This design comes from an exercise in tuning for small area on the open sky130 flow, not from production work.
Function was checked by simulation only, so behaviour that the tests miss may differ from the original.
Power and IR drop assume default switching activity.

`flow/run.sh`:
```
#!/bin/bash
# synth_recipe.tcl (not shown) runs the flow's synth.tcl, then flattens the netlist and writes it again
# the make line also repeats each setting of config.mk as NAME=value (left out here)
make -C /OpenROAD-flow-scripts/flow DESIGN_CONFIG=/design/flow/config.mk WORK_HOME=/design/flow/orfs CLKGATE_MAP_FILE= SYNTH_SCRIPT=/design/flow/synth_recipe.tcl finish
```
`flow/config.mk`:
```
export PLATFORM = sky130hd
export DESIGN_NAME = key_clock
export DESIGN_NICKNAME = key_clock
export VERILOG_FILES = /design/flow/design.v
export SDC_FILE = /design/flow/constraint.sdc
export NUM_CORES = 4
export LEC_CHECK = 0
export CAP_MARGIN = 20
export CORE_MARGIN = 2
export CORE_UTILIZATION = 40
export SLEW_MARGIN = 20
```
`flow/constraint.sdc`:
```
create_clock -name core_clock -period 10.0 [get_ports {clk_50Mhz}]
set_input_delay 2.0000 -clock core_clock [delete_from_list [all_inputs] [get_ports {clk_50Mhz}]]
set_output_delay 2.0000 -clock core_clock [all_outputs]
set_load 0.01 [all_outputs]
```
`flow/design.v`:
```
module key_clock(clk_50Mhz,rst_n,key1,key2,DIG,SEL,key_row,key_col,led,led4,buzzer);
	input clk_50Mhz,rst_n,key1,key2;
	input [3:0] key_col;
	output reg buzzer;
	output reg [7:0] DIG;
	output [5:0] SEL;
	output reg [3:0] key_row;
	output reg [15:0] led;
	output reg [3:0] led4;
	wire clk = clk_50Mhz;
	reg [4:0] lo;
	reg [5:0] hi;
	wire lo_end = (lo == 5'd19);
	wire hi_end = (hi == 6'd49);
	always @(posedge clk or negedge rst_n)
		if (!rst_n) begin
			lo <= 5'd0;
			hi <= 6'd0;
		end else begin
			lo <= lo_end ? 5'd0 : lo + 5'd1;
			if (lo_end)
				hi <= hi_end ? 6'd0 : hi + 6'd1;
		end
	wire at0   = (hi == 6'd0)  & (lo == 5'd0);
	wire at249 = (hi == 6'd12) & (lo == 5'd9);
	wire at499 = (hi == 6'd24) & lo_end;
	wire at749 = (hi == 6'd37) & (lo == 5'd9);
	wire samp  = (((hi == 6'd6) | (hi == 6'd31)) & (lo == 5'd4)) |
	             (((hi == 6'd18) | (hi == 6'd43)) & (lo == 5'd14));
	wire tick4k = (lo == 5'd9);
	always @(posedge clk or negedge rst_n)
		if (!rst_n)
			key_row <= 4'b1111;
		else if (at0 | at249 | at499 | at749)
			key_row <= {key_row[2:0], ~at0};
	reg [15:0] scanq;
	reg first;
	reg [3:0] fl;
	wire [3:0] old = scanq[15:12] | {4{first}};
	always @(posedge clk or negedge rst_n)
		if (!rst_n)
			first <= 1'b1;
		else if (lo_end & hi_end)
			first <= 1'b0;
	always @(posedge clk) begin
		if (samp)
			scanq <= {scanq[11:0], key_col};
		fl <= samp ? (old & ~key_col) : 4'b0000;
	end
	wire [3:0] rsel = ~key_row;
	always @(posedge clk or negedge rst_n)
		if (!rst_n)
			led <= 16'd0;
		else
			led <= led ^ {fl & {4{rsel[3]}}, fl & {4{rsel[2]}}, fl & {4{rsel[1]}}, fl & {4{rsel[0]}}};
	wire k0 = fl[0] & rsel[0];
	wire k1 = fl[1] & rsel[0];
	wire k2 = fl[2] & rsel[0];
	wire k3 = fl[3] & rsel[0];
	wire k4 = fl[0] & rsel[1];
	wire k5 = fl[1] & rsel[1];
	wire k6 = fl[2] & rsel[1];
	reg [5:0] kh, km, ks;        
	reg mh, mm, ms, stop;        
	reg [5:0] rh, rm, rs;        
	reg [5:0] bh, bm, bs;        
	wire ld = k0 | k1 | k2;
	wire [5:0] xh = ld ? bh : kh;
	wire [5:0] xm = ld ? bm : km;
	wire [5:0] xs = ld ? bs : ks;
	wire selH = mh & ~mm & ~ms;
	wire selM = ~mh & mm & ~ms;
	wire selS = ~mh & ~mm & ms;
	wire [5:0] xh1 = xh + 6'd1;
	wire [5:0] xm1 = xm + 6'd1;
	wire [5:0] xs1 = xs + 6'd1;
	wire [5:0] xhd = xh - 6'd1;
	wire [5:0] xmd = xm - 6'd1;
	wire [5:0] xsd = xs - 6'd1;
	always @(posedge clk or negedge rst_n)
		if (!rst_n) begin
			kh <= 6'd12; km <= 6'd46; ks <= 6'd57;
			mh <= 1'b0; mm <= 1'b0; ms <= 1'b0;
			stop <= 1'b0;
			led4 <= 4'b0000;
		end else begin
			if (k6) begin
				kh <= 6'd12; km <= 6'd46; ks <= 6'd57;
			end else begin
				kh <= (k3 & selH) ? ((xh1 >= 6'd24) ? 6'd0 : xh1) :
				      (k4 & selH) ? ((xhd == 6'd0) ? 6'd23 : xhd) : xh;
				km <= (k3 & selM) ? ((xm1 >= 6'd60) ? 6'd0 : xm1) :
				      (k4 & selM) ? ((xmd == 6'd0) ? 6'd59 : xmd) : xm;
				ks <= (k3 & selS) ? ((xs1 >= 6'd60) ? 6'd0 : xs1) :
				      (k4 & selS) ? ((xsd == 6'd0) ? 6'd59 : xsd) : xs;
			end
			if (k6)      begin mh <= 1'b1; mm <= 1'b1; ms <= 1'b1; end
			else if (k5) begin mh <= 1'b0; mm <= 1'b0; ms <= 1'b0; end
			else if (k2) begin mh <= 1'b0; mm <= 1'b0; ms <= 1'b1; end
			else if (k1) begin mh <= 1'b0; mm <= 1'b1; ms <= 1'b0; end
			else if (k0) begin mh <= 1'b1; mm <= 1'b0; ms <= 1'b0; end
			if (k5 | k6)
				stop <= 1'b0;
			else if (ld | k3 | k4)
				stop <= 1'b1;
			if (k6)      led4 <= 4'b0101;
			else if (k5) led4 <= 4'b1000;
			else if (k4) led4 <= 4'b0011;
			else if (k3) led4 <= 4'b1100;
			else if (k2) led4 <= 4'b0100;
			else if (k1) led4 <= 4'b0010;
			else if (k0) led4 <= 4'b0001;
		end
	reg [15:0] sc;
	reg c, ring;
	wire tick = (sc == 16'd25000);
	always @(posedge clk or negedge rst_n)
		if (!rst_n)
			sc <= 16'd0;
		else
			sc <= (sc == 16'd50001) ? 16'd0 : sc + 16'd1;
	wire tld = c | mh | mm | ms;
	wire [5:0] h0 = tld ? kh : rh;
	wire [5:0] m0 = tld ? km : rm;
	wire [5:0] s0 = tld ? ks : rs;
	wire [5:0] s1 = stop ? s0 : s0 + 6'd1;
	wire sw = (s1 >= 6'd60);
	wire [5:0] s2 = sw ? 6'd0 : s1;
	wire [5:0] m1 = sw ? m0 + 6'd1 : m0;
	wire mw = (m1 >= 6'd60);
	wire [5:0] m2 = mw ? 6'd0 : m1;
	wire [5:0] h1 = mw ? h0 + 6'd1 : h0;
	wire [5:0] h2 = (h1 >= 6'd24) ? 6'd0 : h1;
	always @(posedge clk or negedge rst_n)
		if (!rst_n) begin
			rh <= 6'd0; rm <= 6'd0; rs <= 6'd0;
			c <= 1'b1;
			ring <= 1'b0;
		end else if (tick) begin
			rh <= h2; rm <= m2; rs <= s2;
			c <= 1'b0;
			ring <= (m2 == 6'd0) & (s2 <= 6'd3);
		end
	always @(posedge clk)
		if (!rst_n | (sc == 16'd25002)) begin
			bh <= rh; bm <= rm; bs <= rs;
		end
	reg [2:0] st;
	wire [2:0] stn = !tick4k ? st :
	                 ((st == 3'd7) | (st == 3'd0)) ? 3'd1 :
	                 (st == 3'd6) ? 3'd0 : st + 3'd1;
	always @(posedge clk or negedge rst_n)
		if (!rst_n)
			st <= 3'd7;
		else
			st <= stn;
	assign SEL = (st == 3'd7) ? 6'b111111 :
	             (st == 3'd1) ? 6'b011111 :
	             (st == 3'd2) ? 6'b101111 :
	             (st == 3'd3) ? 6'b110111 :
	             (st == 3'd4) ? 6'b111011 :
	             (st == 3'd5) ? 6'b111101 : 6'b111110;
	function [6:0] seg(input [3:0] d);
		case (d)
			4'd0: seg = 7'b100_0000;
			4'd1: seg = 7'b111_1001;
			4'd2: seg = 7'b010_0100;
			4'd3: seg = 7'b011_0000;
			4'd4: seg = 7'b001_1001;
			4'd5: seg = 7'b001_0010;
			4'd6: seg = 7'b000_0010;
			4'd7: seg = 7'b111_1000;
			4'd8: seg = 7'b000_0000;
			4'd9: seg = 7'b001_0000;
			default: seg = 7'bxxx_xxxx;
		endcase
	endfunction
	wire [5:0] fv = (stn == 3'd1 || stn == 3'd2) ? rs :
	                (stn == 3'd3 || stn == 3'd4) ? rm : rh;
	wire [3:0] dv = stn[0] ? (fv % 6'd10) : (fv / 6'd10);
	always @(posedge clk or negedge rst_n)
		if (!rst_n)
			DIG <= 8'hff;
		else if (stn != 3'd0 && stn != 3'd7)
			DIG <= {~(stn == 3'd3 || stn == 3'd5), seg(dv)};
	localparam IDLE = 2'd0, PLAY = 2'd1, PLAY_WAIT = 2'd2, PLAY_END = 2'd3;
	reg [1:0] mst;
	reg [4:0] pe;                
	reg [12:0] psub;
	reg [19:0] hz;               
	reg [6:0] mc2;               
	reg [1:0] dinc, dclr;        
	wire [15:0] mr = mrom(mc2);
	wire play_end = (psub == 13'd0) & (pe == mr[4:0]);
	wire sound = (mst == PLAY) | (mst == PLAY_WAIT);
	always @(posedge clk or negedge rst_n)
		if (!rst_n)
			mst <= IDLE;
		else if (!ring)
			mst <= IDLE;
		else case (mst)
			IDLE:      mst <= PLAY;
			PLAY:      if (play_end) mst <= PLAY_WAIT;
			PLAY_WAIT: mst <= (mc2 == 7'd77) ? PLAY_END : PLAY;
			default:   mst <= IDLE;
		endcase
	wire psub_end = (psub == 13'd6249);
	always @(posedge clk) begin
		if (mst == PLAY) begin
			psub <= psub_end ? 13'd0 : psub + 13'd1;
			pe <= pe + {4'd0, psub_end};
		end else begin
			psub <= 13'd0;
			pe <= 5'd0;
		end
		dinc <= {dinc[0], mst == PLAY_WAIT};
		dclr <= {dclr[0], (mst == IDLE) | (mst == PLAY_END)};
		if (dinc[1])
			mc2 <= mc2 + 7'd1;
		else if (dclr[1])
			mc2 <= 7'd0;
		if (sound)
			hz <= (mr[15] & (hz[19:8] == 12'd0) & (hz[7:0] == mr[14:7])) ? 20'd0 : hz + 20'd1;
		else
			hz <= 20'd0;
	end
	always @(posedge clk or negedge rst_n)
		if (!rst_n)
			buzzer <= 1'b1;
		else
			buzzer <= ~(sound & (hz < {18'd0, mr[6:5]}));
	function [15:0] mrom(input [6:0] a);
		case (a)
		7'd0: mrom = 16'ha548;
		7'd1: mrom = 16'h9f26;
		7'd2: mrom = 16'h9ba2;
		7'd3: mrom = 16'h9724;
		7'd4: mrom = 16'h94a2;
		7'd5: mrom = 16'h9ba2;
		7'd6: mrom = 16'h9722;
		7'd7: mrom = 16'h9f24;
		7'd8: mrom = 16'h8f04;
		7'd9: mrom = 16'h8b02;
		7'd10: mrom = 16'h8d82;
		7'd11: mrom = 16'h8f02;
		7'd12: mrom = 16'h9222;
		7'd13: mrom = 16'h8f02;
		7'd14: mrom = 16'h94b0;
		7'd15: mrom = 16'h94a4;
		7'd16: mrom = 16'h94a2;
		7'd17: mrom = 16'h9222;
		7'd18: mrom = 16'h98a4;
		7'd19: mrom = 16'h9ba4;
		7'd20: mrom = 16'h9f26;
		7'd21: mrom = 16'h9ba2;
		7'd22: mrom = 16'h9724;
		7'd23: mrom = 16'h94a4;
		7'd24: mrom = 16'ha544;
		7'd25: mrom = 16'h9724;
		7'd26: mrom = 16'h9ba2;
		7'd27: mrom = 16'h9f22;
		7'd28: mrom = 16'h9ba2;
		7'd29: mrom = 16'h9722;
		7'd30: mrom = 16'h9f30;
		7'd31: mrom = 16'h9224;
		7'd32: mrom = 16'h8f02;
		7'd33: mrom = 16'h98a4;
		7'd34: mrom = 16'h94a4;
		7'd35: mrom = 16'h9ba2;
		7'd36: mrom = 16'h9722;
		7'd37: mrom = 16'h9f24;
		7'd38: mrom = 16'h9f28;
		7'd39: mrom = 16'ha543;
		7'd40: mrom = 16'h9f21;
		7'd41: mrom = 16'ha544;
		7'd42: mrom = 16'h9f23;
		7'd43: mrom = 16'h9ba1;
		7'd44: mrom = 16'h98a2;
		7'd45: mrom = 16'h94a2;
		7'd46: mrom = 16'h9bac;
		7'd47: mrom = 16'h9f22;
		7'd48: mrom = 16'h9ba2;
		7'd49: mrom = 16'h9724;
		7'd50: mrom = 16'h94a4;
		7'd51: mrom = 16'h8f04;
		7'd52: mrom = 16'h9224;
		7'd53: mrom = 16'h94a4;
		7'd54: mrom = 16'h9222;
		7'd55: mrom = 16'h94a2;
		7'd56: mrom = 16'h9724;
		7'd57: mrom = 16'h9ba2;
		7'd58: mrom = 16'h9f22;
		7'd59: mrom = 16'ha548;
		7'd60: mrom = 16'h9728;
		7'd61: mrom = 16'h9ba3;
		7'd62: mrom = 16'h9721;
		7'd63: mrom = 16'h9ba2;
		7'd64: mrom = 16'h9f22;
		7'd65: mrom = 16'ha542;
		7'd66: mrom = 16'h9f22;
		7'd67: mrom = 16'h9ba2;
		7'd68: mrom = 16'h9722;
		7'd69: mrom = 16'h9f2c;
		7'd70: mrom = 16'ha542;
		7'd71: mrom = 16'h9f22;
		7'd72: mrom = 16'haa42;
		7'd73: mrom = 16'ha542;
		7'd74: mrom = 16'haa42;
		7'd75: mrom = 16'haf42;
		7'd76: mrom = 16'hb1e4;
		7'd77: mrom = 16'hb864;
		7'd78: mrom = 16'h7f90;
		default: mrom = 16'hxxxx;
		endcase
	endfunction
endmodule
```
==> run summary <==
## flip-flops by register name (all words and copies together) (netlist names), 7 cells and up
register / cells
hz: 20
mc2: 7
sc: 16
mr: 16
led: 16
DIG: 8
scanq: 16
psub: 13
## metrics by stage
stage / utilization [%] / hold slack (ps) / area [µm²] / std cells
2_1_floorplan: - / 309.6 / 13160 / 1489
3_3_place_gp: 43.24 / 312.6 / 14030 / 1923
3_5_place_dp: 43.24 / 314.7 / 14030 / 1923
4_1_cts: 45.73 / 324.9 / 14840 / 1971
5_1_grt: 45.73 / 331.8 / 14840 / 1971
6_report: 45.73 / 324.9 / 14840 / 1971
## metal layers
layer,vias to the layer above,GRT usage [%]
met5,-,0
met4,0,6.254
met3,71,2.438
met2,311,28.66
met1,5312,27.49
li1,5440,-
## critical path, stage by stage, from the launching register on
cell	delay [ps]
dfstp_2	790
inv_1	220
ha_1	610
nand2_1	200
o221a_2	330
o2111ai_1	780
nor3_1	270
and3_1	260
a221o_1	300
a211oi_2	530
mux2_2	400
a22o_1	200
## final timing paths
path                          from      end  slack (ps)  cells past startpoint
min in group asynchronous    rst_n   led[0]        1690                      2
min                        dinc[0]  dinc[1]         320                      0
min reg2reg                dinc[0]  dinc[1]         320                      0
max                          st[2]   DIG[0]        5030                     11
max reg2reg                  st[2]   DIG[0]        5030                     11
max in group asynchronous    rst_n  led[14]        7040                      3
## placed cells by master, fill, tap and decap left out, drive strengths merged, types with 26 or more instances in the layout
| master | n |
|---|---|
| nand3 | 62 |
| nor3 | 41 |
| xor2 | 44 |
| inv | 55 |
| nand2 | 151 |
| nand2b | 26 |
| mux2i | 42 |
| clkdlybuf4s50 | 43 |
| dfstp | 28 |
| dfxtp | 62 |
| a21oi | 68 |
| edfxtp | 41 |
| nor2 | 163 |
| ha | 56 |
| o21ai | 73 |
| dfrtp | 80 |
| clkbuf | 33 |
| xnor2 | 75 |
## cells by family after synthesis
group                      count (synthesis)  share of synthesized area (%)
and+or+nand+nor                          588                          21.63
buffers and inverters                    124                          3.640
adders and majority gates                 57                          5.399
xor gates and xnor gates                 119                          7.918
DFF                                      211                          39.58
AOI/OAI and AO/OA                        340                          17.93
muxes                                     50                          3.906
## power groups by stage
stage	logic, mW	registers, mW	clock network, mW
6_report	0.0619	0.894	0.891
5_1_grt	0.0697	0.895	0.957
4_1_cts	0.0633	0.894	0.919
3_5_place_dp	0.0630	0.911	0
3_3_place_gp	0.0621	0.911	0
2_1_floorplan	0.0331	0.909	0
## area by class of cell
type	instances	area, µm²	area share, %
well taps	442	553.0	3.726
multi-input cells	1154	7502	50.55
repair buffers	60	558.0	3.760
flip-flops and latches	211	5210	35.10
inverters	56	210.2	1.416
clock buffers	33	708.2	4.772
clock inverters	15	100.1	0.6744
==> impl_metrics.csv <==
group,metric,value,unit
logic_synthesis,synthArstFlopShare,51.18,%
clock_network,cts_setup_buffers,0,
route,ant_nets,0,
route,routed_wl,32020,µm
route,wl_per_cell,16.25,µm
logic_synthesis,ys_types,83,
timing,max_slew_margin,30.29,%
logic_synthesis,yosysTopAreaCellShare,15.21,%
power_and_ir_drop,p_int,1.435,mW
logic_synthesis,yosys_most_used_dff,"dfrtp_1",
route,wl_met3,1650,µm
logic_synthesis,synth_area_per_cell,8.841,µm²
floorplanning,die-width,185.4,µm
power_and_ir_drop,power_density,124.5,nW/µm²
job,maxCapViolations,0,
place,port_buffers,44,
floorplanning,core-area,32450,µm²
critical_path,path_class,"flip-flop to flip-flop",
global_route,antenna_found_initial,0,
hold_path,hold_path_class,"flip-flop to flip-flop",
timing,finalSetupTns,0,ps
clock_network,cts_root_buf,"clkbuf_16",
timing,timing.fmax,201.1,MHz
floorplanning,row_count,66,
logic_synthesis,ys_ff_latch,211,
power_and_ir_drop,switching_share,22.31,%
route,vias,11130,
route,drcViolationCount,0,
timing,clock_skew,12.66,ps
critical_path,cp.arrival,5430,ps
logic_synthesis,ys_top_cells_by_count,"nor2_1, nand2_1, dfrtp_1",
power_and_ir_drop,peakVddDrop,0.1116,mV
global_route,grt_max_degree,58,
route,m1WireLength,15530,µm
floorplanning,fp.dieH,185.4,µm
outcome,status,"finished clean",
power_and_ir_drop,combPwrFrac,3.4,%
place,dp_hpwl,22350,µm
timing,slew_viol_final,0,
power_and_ir_drop,p_sw,0.4121,mW
route,via_per_inst,5.649,
floorplanning,initial_core_util,40.56,%
critical_path,path_max_fanout,24,
route,drt_iter0_drc,940,
place,place_congestion,0.9071,
route,top_layer,"met4",
critical_path,cp-start-kind,"flip-flop",
global_route,grt_overflow,0,
route,wl_met2,13890,µm
clock_network,clkLatencyLatePin,530,ps
logic_synthesis,synth_fp_nets,1553,
clock_network,cts_buffers,26,
final_layout,final_nets,1573,
timing,rsz0062_at_grt,"no",
logic_synthesis,postSynthCellCount,1489,
power_and_ir_drop,p_leak,5.902,nW
timing,fin_crit_sh,49.73,%
floorplanning,top_level_ports,47,
clock_network,cts_sinks,211,
clock_network,htree_num_levels,1,
route,dr.pass1.iters,5,
timing,setup_viol,0,
logic_synthesis,synth-edff-count,41,
global_route,grt_usage,18.83,%
power_and_ir_drop,total_power,1.848,mW
clock_network,clk_pin_slew,60,ps
logic_synthesis,synth_area_leader_cell,"dfrtp_1",
final_layout,fillers,3120,
clock_network,ctsHoldBuffers,0,
timing,tightestPinTransition,1032,ps
place,place_ws,5177,ps
logic_synthesis,ys_seq_area_share,39.58,%
timing,finalHoldViolations,0,
final_layout,diodes,0,
clock_network,ctsResizeCount,0,
timing,setup_ws,5027,ps
clock_network,clock_path_buffers,3,
logic_synthesis,syn_area,13160,µm²
final_layout,area_growth,12.75,%
logic_synthesis,ys_top_cells_by_area,"dfrtp_1, dfxtp_1, edfxtp_1, dfstp_2, ha_1",
logic_synthesis,ys.warnings.count,1,
global_route,grt_pass1_wl,53290,µm
power_and_ir_drop,p_clk_share,48.2,%
timing,period_needed,4973,ps
critical_path,cp.required,10450,ps
power_and_ir_drop,sequentialPowerShare,48.4,%
floorplanning,dieArea,34380,µm²
global_route,grt_pass1_vias,10420,
clock_network,cts_tree,"built",
critical_path,critPathCaptureType,"flip-flop",
logic_synthesis,synth_most_common_cell,"nor2_1",
final_layout,drive_above_1_share,7.652,%

separate check: timing with driven ports:
No port has a modelled driver above. Below, the same layout with a new extraction and two added sets of constraints. Step 1 assumes that a clkbuf_16 drives the clock port and a buf_2 every other input. Step 2 also shifts input and output timing later by t, the mid clock arrival at the registers, as if the neighbouring blocks saw the same clock. a / b / c = ideal ports / drivers / drivers and shift; a / b = the first two.
t, ns: 0.573
slack for setup (ns): 5.027 / 5.027 / 5.027
worst slew at a driven data input, ns: 0.05
cell pins on the clock port's net: 1
After both steps setup and hold are still met in this run. The setup slack of this run moves by 0.000 ns with the drivers and by 0.000 ns with both steps.
